This design comes from an exercise in tuning for small area on the open sky130 flow, not from production work. Only simulation tests tie the RTL to the original design; equivalence was not proved. The clock input has no modelled driver; a real chip could not lean on it and would need a root buffer or a full tree. No activity file was given, so power comes from the tool's default toggle rates.

== JK ==
## reuleaux
module reuleaux(input logic clk, input logic rst_n, input logic [2:0] colour,
                input logic [7:0] centre_x, input logic [6:0] centre_y, input logic [7:0] diameter,
                input logic start, output logic done,
                output logic [7:0] vga_x, output logic [6:0] vga_y,
                output logic [2:0] vga_colour, output logic vga_plot);
     logic       busy;       
     logic       dflt;       
     logic [1:0] circ;       
     logic       ini;        
     logic [2:0] oct;        
     logic [2:0] bc;         
     logic [7:0] ox, oy, m;  
     logic       ms;         
     logic [6:0] srx, sry;   
     logic       e;          
     logic [3:0] dl;         
     logic       c1, c2, ca, cb, cx_c, cy_c, cm, ci, bi;   
     logic       gl, gh, gy, lp;                           
     logic clr, b0, b7;
     assign clr = (circ == 2'd3);
     assign b0  = (bc == 3'd0);
     assign b7  = (bc == 3'd7);
     logic [7:0] dv, xv;
     logic [6:0] yv;
     assign dv = dflt ? 8'd80 : diameter;
     assign xv = dflt ? 8'd80 : centre_x;
     assign yv = dflt ? 7'd60 : centre_y;
     logic dn, xb, yb, d0, hb;
     assign dn = dv[bc + 3'd1];           
     assign xb = xv[bc];
     assign yb = b7 ? 1'b0 : yv[bc];
     assign d0 = dv[0];
     assign hb = b7 ? 1'b0 : dn;          
     logic x1b, x2b, k1, k2, ta, tb, ty, yc, y1b;
     assign k1  = b0 ? d0 : c1;
     assign x1b = xb ^ hb ^ k1;
     assign k2  = b0 ? 1'b1 : c2;
     assign x2b = xb ^ ~hb ^ k2;
     assign ta  = b0 ? 1'b0 : dl[1];                      
     assign ty  = yb ^ ta ^ (ca & !b0);
     assign tb  = (bc >= 3'd3) ? dl[3] : 1'b0;            
     assign yc  = cb & !b0;
     assign y1b = b7 ? 1'b0 : (ty ^ tb ^ yc ^ ((bc == 3'd6) & d0));    
     logic cxb, cyb, lob, hib;
     always_comb begin
          case (circ)
               2'd0: begin cxb = x1b; cyb = y1b; end
               2'd1: begin cxb = x2b; cyb = y1b; end
               default: begin cxb = xb; cyb = (bc == 3'd0) | (bc == 3'd1) | (bc == 3'd2) | (bc == 3'd4); end   
          endcase
     end
     assign lob = (circ == 2'd1) ? xb : x2b;
     assign hib = (circ == 2'd0) ? xb : x1b;
     logic ab, bb, sx, sy, kx, ky, pxb, pyb, ax, by;
     assign sx  = oct[1];
     assign sy  = oct[2];
  ...
For scale: ~280 cells after synthesis, roughly 68 flip-flops, about 49 I/O pins.
clock: 18.0 ns
lec_check: 0
cap_margin: 20
core_margin: 2
core_utilization: 40
cts_cluster_diameter: 200
cts_cluster_size: 30
slew_margin: 20
run.sh (not shown) runs the stock make flow with config.mk's settings and CLKGATE_MAP_FILE= SYNTH_SCRIPT=/design/flow/synth_recipe.tcl, a recipe that flattens the netlist after the stock synthesis.
Input-level comparison between MS and JK:
Settings: clearing CTS_CLUSTER_SIZE, which used to be 30; clearing CTS_CLUSTER_DIAMETER, which used to be 200.
Findings:
Total power: MS vs JK identical. Re minimum setup slack in the final design: no difference whatsoever between JK and MS. JK -> MS: via count delta 0, exact match. Compared MS against JK; final weighted congestion of routability-driven global placement within noise.
Setup changes, MS to AL
==> flow/flow/run.sh (new file) <==
#!/bin/bash
# Standard layout, with the port buffers made of the smallest buffer cell.
set -euo pipefail
bash standard.sh 'BUFFER_PORTS_ARGS=-buffer_cell sky130_fd_sc_hd__buf_1' finish > standard_flow.log 2>&1
==> flow/standard.sh (new file) <==
#!/bin/bash
# synth_recipe.tcl (not shown) runs the flow's synth.tcl, then flattens the netlist and writes it again
# the make line also repeats each setting of config.mk as NAME=value (left out here)
make -C /OpenROAD-flow-scripts/flow DESIGN_CONFIG=/design/flow/config.mk WORK_HOME=/design/flow/orfs CLKGATE_MAP_FILE= SYNTH_SCRIPT=/design/flow/synth_recipe.tcl "${@:-finish}"
removed: flow/run.sh
==> comparison <==
Of AL and MS, it is AL that has the lower global placer's final weighted congestion.
In the tables for AL and MS, combinational fraction of design power reads lower with AL.
AL -> MS: synthesized cell count delta 0, exact match
Wire length of the first global-routing pass delta for AL relative to MS: about 4% lower
Relative to MS, the worst setup slack of AL is higher by 0.68 ns.
Net count reported at finish: MS vs AL identical
AL vs. MS: maximum frequency went up about 6%, time the worst path needs with I/O delays and setup went down 0.68 ns, power in the clock group went down about 6%, clock skew held, post-synthesis to final-layout area growth went down 11 points.

* * *

Another version of the RTL of reuleaux (not shown whole).
Size: ~290 cells after synthesis, roughly 61 flip-flops, roughly 49 I/O pins, about 2400 um^2 of cells after synthesis.
export LEC_CHECK = 0
export CAP_MARGIN = 20
export CORE_MARGIN = 2
export CORE_UTILIZATION = 40
export GPL_TIMING_DRIVEN = 0
export SLEW_MARGIN = 20
create_clock -name core_clock -period 18.0 [get_ports {clk}]
standard.sh (not shown) runs the stock make flow with config.mk's settings and CLKGATE_MAP_FILE= SYNTH_SCRIPT=/design/flow/synth_recipe.tcl, a recipe that flattens the netlist after the stock synthesis.
==> flow/flow/run.sh <==
#!/bin/bash
# The standard layout (standard.sh), with three changes:
#  - synthesis maps the logic with an area-oriented ABC script (flow/abc_area.script)
#    and leaves adders to ABC instead of mapping them to full-adder cells first;
#    registers are mapped exactly as in the standard synthesis;
#  - the port buffers are the smallest buffer cell;
#  - the clock tree is built by flow/cts.tcl in place of TritonCTS: one root
#    buffer and four leaf buffers, one per quarter of the registers.
# Each step's output goes to its own log file here.
set -euo pipefail
rm -rf synth_scripts
cp -r "$FLOW_HOME/scripts" synth_scripts
cp flow/abc_area.script synth_scripts/abc_speed.script
bash standard.sh "SCRIPTS_DIR=$PWD/synth_scripts" 'ADDER_MAP_FILE=' synth > standard_synth.log 2>&1
B='BUFFER_PORTS_ARGS=-buffer_cell sky130_fd_sc_hd__buf_1'
bash standard.sh "$B" place > standard_place.log 2>&1
RDIR="$PWD/orfs/results/$FLOW_PLATFORM/reuleaux/base" LEAVES=4 LEAFBUF=sky130_fd_sc_hd__clkbuf_8 \
  ROOTBUF=sky130_fd_sc_hd__clkbuf_4 openroad -exit flow/cts.tcl > cts.log 2>&1
bash standard.sh "$B" finish > standard_finish.log 2>&1
Other scripts of this flow, unchanged in this note and not shown: flow/flow/abc_area.script, flow/flow/cts.tcl
Edit:
GPL_TIMING_DRIVEN = unset   (was 0)
The new run finished with timing, DRC and antenna clean. Final area stays flat. Synthesized area does not change. Die area is unchanged. Via count goes up by 2.5%. Wire length hardly moves. Sequential share of layout area goes down by 0.12 points. Worst hold slack hardly moves. Total power goes down by 0.91%. Sequential power stays flat. Clock power goes down by about 2%.
Edit:
CAP_MARGIN = 0   (was 20)
GPL_TIMING_DRIVEN = 0   (was unset)
SLEW_MARGIN = 0   (was 20)
Final area goes down by about 0.55%.
Synthesized cell count is unchanged.
Die area does not change.
Total power goes up by 0.47%.
Critical path depth is unchanged.
Fmax goes down by about 3%.
Global-route usage goes up by 0.24 points.
Hold slack is about the same.
Edit:
GPL_TIMING_DRIVEN = unset   (was 0)
=> Critical path depth is unchanged; total power shrinks by about 0.47%; area after synthesis does not change; sequential share of layout area fell by 0.25 points; via count climbs by about 2.7%; routed wire length hardly moves; fmax came out higher by about 3%; die area stays the same; worst setup slack gains 0.34 ns.
In every run of this note, the design's own scripts or RTL, not TritonCTS, make the clock network.

* * *

reuleaux, a different RTL version from the one above (not shown whole).
Size: about 300 cells after synthesis, ~49 I/O pins, roughly 2400 µm² of cells after synthesis.
export LEC_CHECK = 0
export CAP_MARGIN = 20
export CORE_MARGIN = 2
export CORE_UTILIZATION = 70
export SLEW_MARGIN = 20
create_clock -name core_clock -period 18.0 [get_ports {clk}]
==> flow/flow/run.sh <==
#!/bin/bash
# The standard layout (standard.sh), with three changes:
#  - synthesis maps the logic with an area-oriented ABC script (flow/abc_area.script)
#    and leaves adders to ABC instead of mapping them to full-adder cells first;
#    registers are mapped exactly as in the standard synthesis;
#  - the port buffers are the smallest buffer cell;
#  - the clock tree is built by flow/cts.tcl in place of TritonCTS: one root
#    buffer and four leaf buffers, one per quarter of the registers.
# Each step's output goes to its own log file here.
set -euo pipefail
rm -rf synth_scripts
cp -r "$FLOW_HOME/scripts" synth_scripts
cp flow/abc_area.script synth_scripts/abc_speed.script
bash standard.sh "SCRIPTS_DIR=$PWD/synth_scripts" 'ADDER_MAP_FILE=' synth > standard_synth.log 2>&1
B='BUFFER_PORTS_ARGS=-buffer_cell sky130_fd_sc_hd__buf_1'
bash standard.sh "$B" place > standard_place.log 2>&1
RDIR="$PWD/orfs/results/$FLOW_PLATFORM/reuleaux/base" COLS=3 ROWS=1 LEAFBUF=sky130_fd_sc_hd__clkbuf_8 \
  ROOTBUF=sky130_fd_sc_hd__clkbuf_4 openroad -exit flow/cts.tcl > cts.log 2>&1
bash standard.sh "$B" finish > standard_finish.log 2>&1
==> flow/flow/cts.tcl <==
set pdir $::env(FLOW_HOME)/platforms/sky130hd
set rdir $::env(RDIR)
read_liberty $pdir/lib/sky130_fd_sc_hd__tt_025C_1v80.lib
read_db $rdir/3_place.odb
read_sdc $rdir/3_place.sdc
source $pdir/setRC.tcl
set block [ord::get_db_block]
set clk [$block findNet clk]

proc centre {its} {
  set sx 0; set sy 0
  foreach it $its {
    set bb [[$it getInst] getBBox]
    set sx [expr {$sx + ([$bb xMin] + [$bb xMax]) / 2}]
    set sy [expr {$sy + ([$bb yMin] + [$bb yMax]) / 2}]
  }
  set n [llength $its]
  return [list [expr {$sx / $n}] [expr {$sy / $n}]]
}
# split a list of iterms into n runs of near-equal size, ordered by x (axis 0) or y (axis 1)
proc splitn {its axis n} {
  set keyed {}
  foreach it $its {
    set bb [[$it getInst] getBBox]
    if {$axis == 0} { set k [expr {[$bb xMin] + [$bb xMax]}] } else { set k [expr {[$bb yMin] + [$bb yMax]}] }
    lappend keyed [list $k $it]
  }
  set keyed [lsort -integer -index 0 $keyed]
  set len [llength $keyed]
  set out {}
  for {set g 0} {$g < $n} {incr g} {
    set lo [expr {$g * $len / $n}]
    set hi [expr {($g + 1) * $len / $n - 1}]
    set grp {}
    foreach p [lrange $keyed $lo $hi] { lappend grp [lindex $p 1] }
    lappend out $grp
  }
  return $out
}
proc add_buf {name master its loc} {
  set block [ord::get_db_block]
  set buf [odb::dbInst_create $block [[ord::get_db] findMaster $master] $name]
  set net [odb::dbNet_create $block net_$name]
  $net setSigType CLOCK
  foreach it $its { $it disconnect; $it connect $net }
  [$buf findITerm X] connect $net
  $buf setLocation [lindex $loc 0] [lindex $loc 1]
  $buf setPlacementStatus PLACED
  return $buf
}

set groups {}
foreach col [splitn [$clk getITerms] 0 $::env(COLS)] {
  foreach grp [splitn $col 1 $::env(ROWS)] { lappend groups $grp }
}
set leaves {}
set i 0
foreach grp $groups {
  set b [add_buf clkbuf_leaf_$i $::env(LEAFBUF) $grp [centre $grp]]
  lappend leaves [$b findITerm A]
  puts "leaf $i: [llength $grp] registers"
  incr i
}
if {$::env(ROOTBUF) ne "none"} {
  set r [add_buf clkbuf_root $::env(ROOTBUF) $leaves [centre $leaves]]
  [$r findITerm A] connect $clk
} else {
  if {[llength $leaves] > 4} { error "the clock port may feed at most four cells" }
  foreach a $leaves { $a connect $clk }
}
detailed_placement
check_placement -verbose
set_propagated_clock [all_clocks]
estimate_parasitics -placement
report_clock_skew
write_db $rdir/4_1_cts.odb
write_sdc $rdir/4_cts.sdc
Other scripts of this flow, unchanged in this note and not shown: flow/flow/abc_area.script
The first run completed with no timing, DRC or antenna violations.
Rerun with:
CORE_UTILIZATION = 40   (was 70)
After rerunning:
- global-route usage is lower by 11 points
- core utilization fell by 35 points
- final cell count grows by about 7%
- combinational power stays flat
- die area came out higher by about 70%
- via count is lower by about 6.5%
- design area rose by about 1.3%
- synthesized area is unchanged
- sequential share of layout area goes down by 0.60 points
Rerun with:
--- a/flow/flow/run.sh
+++ b/flow/flow/run.sh
@@ -15,5 +15,5 @@
 B='BUFFER_PORTS_ARGS=-buffer_cell sky130_fd_sc_hd__buf_1'
 bash standard.sh "$B" place > standard_place.log 2>&1
-RDIR="$PWD/orfs/results/$FLOW_PLATFORM/reuleaux/base" COLS=3 ROWS=1 LEAFBUF=sky130_fd_sc_hd__clkbuf_8 \
+RDIR="$PWD/orfs/results/$FLOW_PLATFORM/reuleaux/base" LEAVES=4 LEAFBUF=sky130_fd_sc_hd__clkbuf_8 \
   ROOTBUF=sky130_fd_sc_hd__clkbuf_4 openroad -exit flow/cts.tcl > cts.log 2>&1
 bash standard.sh "$B" finish > standard_finish.log 2>&1
--- a/flow/flow/cts.tcl
+++ b/flow/flow/cts.tcl
@@ -1,2 +1,5 @@
+# Clock tree: the registers are split by place into groups (halves, then
+# quarters); each group gets a leaf buffer at its centre, and the leaves hang
+# off one root buffer at their centre (or, with no root, off the clock port).
 set pdir $::env(FLOW_HOME)/platforms/sky130hd
 set rdir $::env(RDIR)
@@ -6,4 +9,5 @@
 source $pdir/setRC.tcl
 set block [ord::get_db_block]
+set db [ord::get_db]
 set clk [$block findNet clk]
 
@@ -18,6 +22,6 @@
   return [list [expr {$sx / $n}] [expr {$sy / $n}]]
 }
-# split a list of iterms into n runs of near-equal size, ordered by x (axis 0) or y (axis 1)
-proc splitn {its axis n} {
+# split a list of iterms in two by the median of x (axis 0) or y (axis 1)
+proc split2 {its axis} {
   set keyed {}
   foreach it $its {
@@ -27,14 +31,9 @@
   }
   set keyed [lsort -integer -index 0 $keyed]
-  set len [llength $keyed]
-  set out {}
-  for {set g 0} {$g < $n} {incr g} {
-    set lo [expr {$g * $len / $n}]
-    set hi [expr {($g + 1) * $len / $n - 1}]
-    set grp {}
-    foreach p [lrange $keyed $lo $hi] { lappend grp [lindex $p 1] }
-    lappend out $grp
-  }
-  return $out
+  set h [expr {[llength $keyed] / 2}]
+  set a {}; set b {}
+  foreach p [lrange $keyed 0 [expr {$h - 1}]] { lappend a [lindex $p 1] }
+  foreach p [lrange $keyed $h end] { lappend b [lindex $p 1] }
+  return [list $a $b]
 }
 proc add_buf {name master its loc} {
@@ -50,7 +49,12 @@
 }
 
-set groups {}
-foreach col [splitn [$clk getITerms] 0 $::env(COLS)] {
-  foreach grp [splitn $col 1 $::env(ROWS)] { lappend groups $grp }
+set sinks [$clk getITerms]
+set groups [list $sinks]
+set nl $::env(LEAVES)
+if {$nl >= 2} { set groups [split2 $sinks 0] }
+if {$nl >= 4} {
+  set g {}
+  foreach grp $groups { foreach s [split2 $grp 1] { lappend g $s } }
+  set groups $g
 }
 set leaves {}
@@ -66,5 +70,4 @@
   [$r findITerm A] connect $clk
 } else {
-  if {[llength $leaves] > 4} { error "the clock port may feed at most four cells" }
   foreach a $leaves { $a connect $clk }
 }
What happened:
- The new run completed without violations
- final area came out higher by 0.50%
- via count came out higher by 1.6%
- power came out higher by about 1.6%
- core utilization came out higher by 0.23 points
- first-iteration DRC count came out lower by 3.0%
- register-to-register slack is worse by 0.05 ns
- wire length came out higher by 0.81%
In every run of this note, the design's own scripts or RTL, not TritonCTS, make the clock network.

* * *

Another version of the RTL of reuleaux (not shown whole).
For scale: roughly 290 cells after synthesis, ~49 I/O pins, ~2900 sq um of cells after synthesis.
export LEC_CHECK = 0
export CAP_MARGIN = 20
export CORE_MARGIN = 2
export CORE_UTILIZATION = 40
export SLEW_MARGIN = 20
create_clock -name core_clock -period 18.0 [get_ports {clk}]
==> flow/flow/run.sh <==
#!/bin/bash
# Standard layout, except: the port buffers are the smallest buffer cell, and
# the clock tree is built by flow/cts.tcl in place of TritonCTS.
set -euo pipefail
B='BUFFER_PORTS_ARGS=-buffer_cell sky130_fd_sc_hd__buf_1'
bash standard.sh "$B" place > standard_place.log 2>&1
RDIR="$PWD/orfs/results/$FLOW_PLATFORM/reuleaux/base" LEAVES=4 LEAFBUF=sky130_fd_sc_hd__clkbuf_8 ROOTBUF=sky130_fd_sc_hd__clkbuf_4 \
  openroad -exit flow/cts.tcl > cts.log 2>&1
bash standard.sh "$B" finish > standard_finish.log 2>&1
==> flow/flow/cts.tcl <==
# Clock tree: the registers are split by place into groups (halves, then
# quarters); each group gets a leaf buffer at its centre, and the leaves hang
# off one root buffer at their centre (or, with no root, off the clock port).
set pdir $::env(FLOW_HOME)/platforms/sky130hd
set rdir $::env(RDIR)
read_liberty $pdir/lib/sky130_fd_sc_hd__tt_025C_1v80.lib
read_db $rdir/3_place.odb
read_sdc $rdir/3_place.sdc
source $pdir/setRC.tcl
set block [ord::get_db_block]
set db [ord::get_db]
set clk [$block findNet clk]

proc centre {its} {
  set sx 0; set sy 0
  foreach it $its {
    set bb [[$it getInst] getBBox]
    set sx [expr {$sx + ([$bb xMin] + [$bb xMax]) / 2}]
    set sy [expr {$sy + ([$bb yMin] + [$bb yMax]) / 2}]
  }
  set n [llength $its]
  return [list [expr {$sx / $n}] [expr {$sy / $n}]]
}
# split a list of iterms in two by the median of x (axis 0) or y (axis 1)
proc split2 {its axis} {
  set keyed {}
  foreach it $its {
    set bb [[$it getInst] getBBox]
    if {$axis == 0} { set k [expr {[$bb xMin] + [$bb xMax]}] } else { set k [expr {[$bb yMin] + [$bb yMax]}] }
    lappend keyed [list $k $it]
  }
  set keyed [lsort -integer -index 0 $keyed]
  set h [expr {[llength $keyed] / 2}]
  set a {}; set b {}
  foreach p [lrange $keyed 0 [expr {$h - 1}]] { lappend a [lindex $p 1] }
  foreach p [lrange $keyed $h end] { lappend b [lindex $p 1] }
  return [list $a $b]
}
proc add_buf {name master its loc} {
  set block [ord::get_db_block]
  set buf [odb::dbInst_create $block [[ord::get_db] findMaster $master] $name]
  set net [odb::dbNet_create $block net_$name]
  $net setSigType CLOCK
  foreach it $its { $it disconnect; $it connect $net }
  [$buf findITerm X] connect $net
  $buf setLocation [lindex $loc 0] [lindex $loc 1]
  $buf setPlacementStatus PLACED
  return $buf
}

set sinks [$clk getITerms]
set groups [list $sinks]
set nl $::env(LEAVES)
if {$nl >= 2} { set groups [split2 $sinks 0] }
if {$nl >= 4} {
  set g {}
  foreach grp $groups { foreach s [split2 $grp 1] { lappend g $s } }
  set groups $g
}
set leaves {}
set i 0
foreach grp $groups {
  set b [add_buf clkbuf_leaf_$i $::env(LEAFBUF) $grp [centre $grp]]
  lappend leaves [$b findITerm A]
  puts "leaf $i: [llength $grp] registers"
  incr i
}
if {$::env(ROOTBUF) ne "none"} {
  set r [add_buf clkbuf_root $::env(ROOTBUF) $leaves [centre $leaves]]
  [$r findITerm A] connect $clk
} else {
  foreach a $leaves { $a connect $clk }
}
detailed_placement
check_placement -verbose
set_propagated_clock [all_clocks]
estimate_parasitics -placement
report_clock_skew
write_db $rdir/4_1_cts.odb
write_sdc $rdir/4_cts.sdc
Then changed:
--- a/flow/flow/run.sh
+++ b/flow/flow/run.sh
@@ -7 +7 @@
-RDIR="$PWD/orfs/results/$FLOW_PLATFORM/reuleaux/base" LEAVES=4 LEAFBUF=sky130_fd_sc_hd__clkbuf_8 ROOTBUF=sky130_fd_sc_hd__clkbuf_4 \
+RDIR="$PWD/orfs/results/$FLOW_PLATFORM/reuleaux/base" LEAVES=4 LEAFBUF=sky130_fd_sc_hd__clkbuf_8 ROOTBUF=none \
=>
- The changed run finished with timing, DRC and antenna clean
- cell count barely changes
- worst setup slack hardly moves
- critical path depth stays the same
- clock skew hardly moves
In every run of this note, the design's own scripts or RTL, not TritonCTS, make the clock network.

[separate check: timing with driven ports]
Ports are ideal in the flow. The routed layouts listed here were re-timed in OpenROAD.
Step 1 sets driving cells, clkbuf_16 on the clock port and buf_2 on the other inputs (assumed; they add their load-dependent delay and slew).
Step 2 moves the port delays by t, midway between the first and last clock arrival at a register: inputs arrive t later, outputs are due t later. That takes back most of the time a late clock gives input paths.
Three values: ideal, step 1, step 2; two values: the first two.
run	shift t [ns]	setup WS [ns]	worst setup path after step 2	worst register clock-pin slew, ns	pins driven straight from the clock port
JK	0.369	6.237 / 6.211 / 6.211	input to output	0.08 / 0.08	1
MS	0.369	6.237 / 6.211 / 6.211	input to output	0.08 / 0.08	1
AL	0.358	6.918 / 6.899 / 6.899	input to output	0.07 / 0.07	1
the first run of note 2	0.398	6.917 / 6.891 / 6.891	input to output	0.10 / 0.10	1
the second run of note 2	0.382	7.113 / 7.087 / 7.087	input to output	0.10 / 0.10	1
the third run of note 2	0.386	6.777 / 6.751 / 6.751	input to output	0.10 / 0.10	1
the fourth run of note 2	0.382	7.113 / 7.087 / 7.087	input to output	0.10 / 0.10	1
the first run of note 3	0.375	7.005 / 6.982 / 6.982	input to output	0.12 / 0.12	1
the second run of note 3	0.361	6.990 / 6.966 / 6.966	input to output	0.12 / 0.12	1
the third run of note 3	0.390	6.982 / 6.958 / 6.958	input to output	0.09 / 0.09	1
the first run of note 4	0.407	6.825 / 6.804 / 6.804	input to output	0.11 / 0.11	1
the second run of note 4	0.216	6.825 / 6.805 / 6.805	input to output	0.11 / 0.11	4
After both steps every run listed still meets setup and hold.
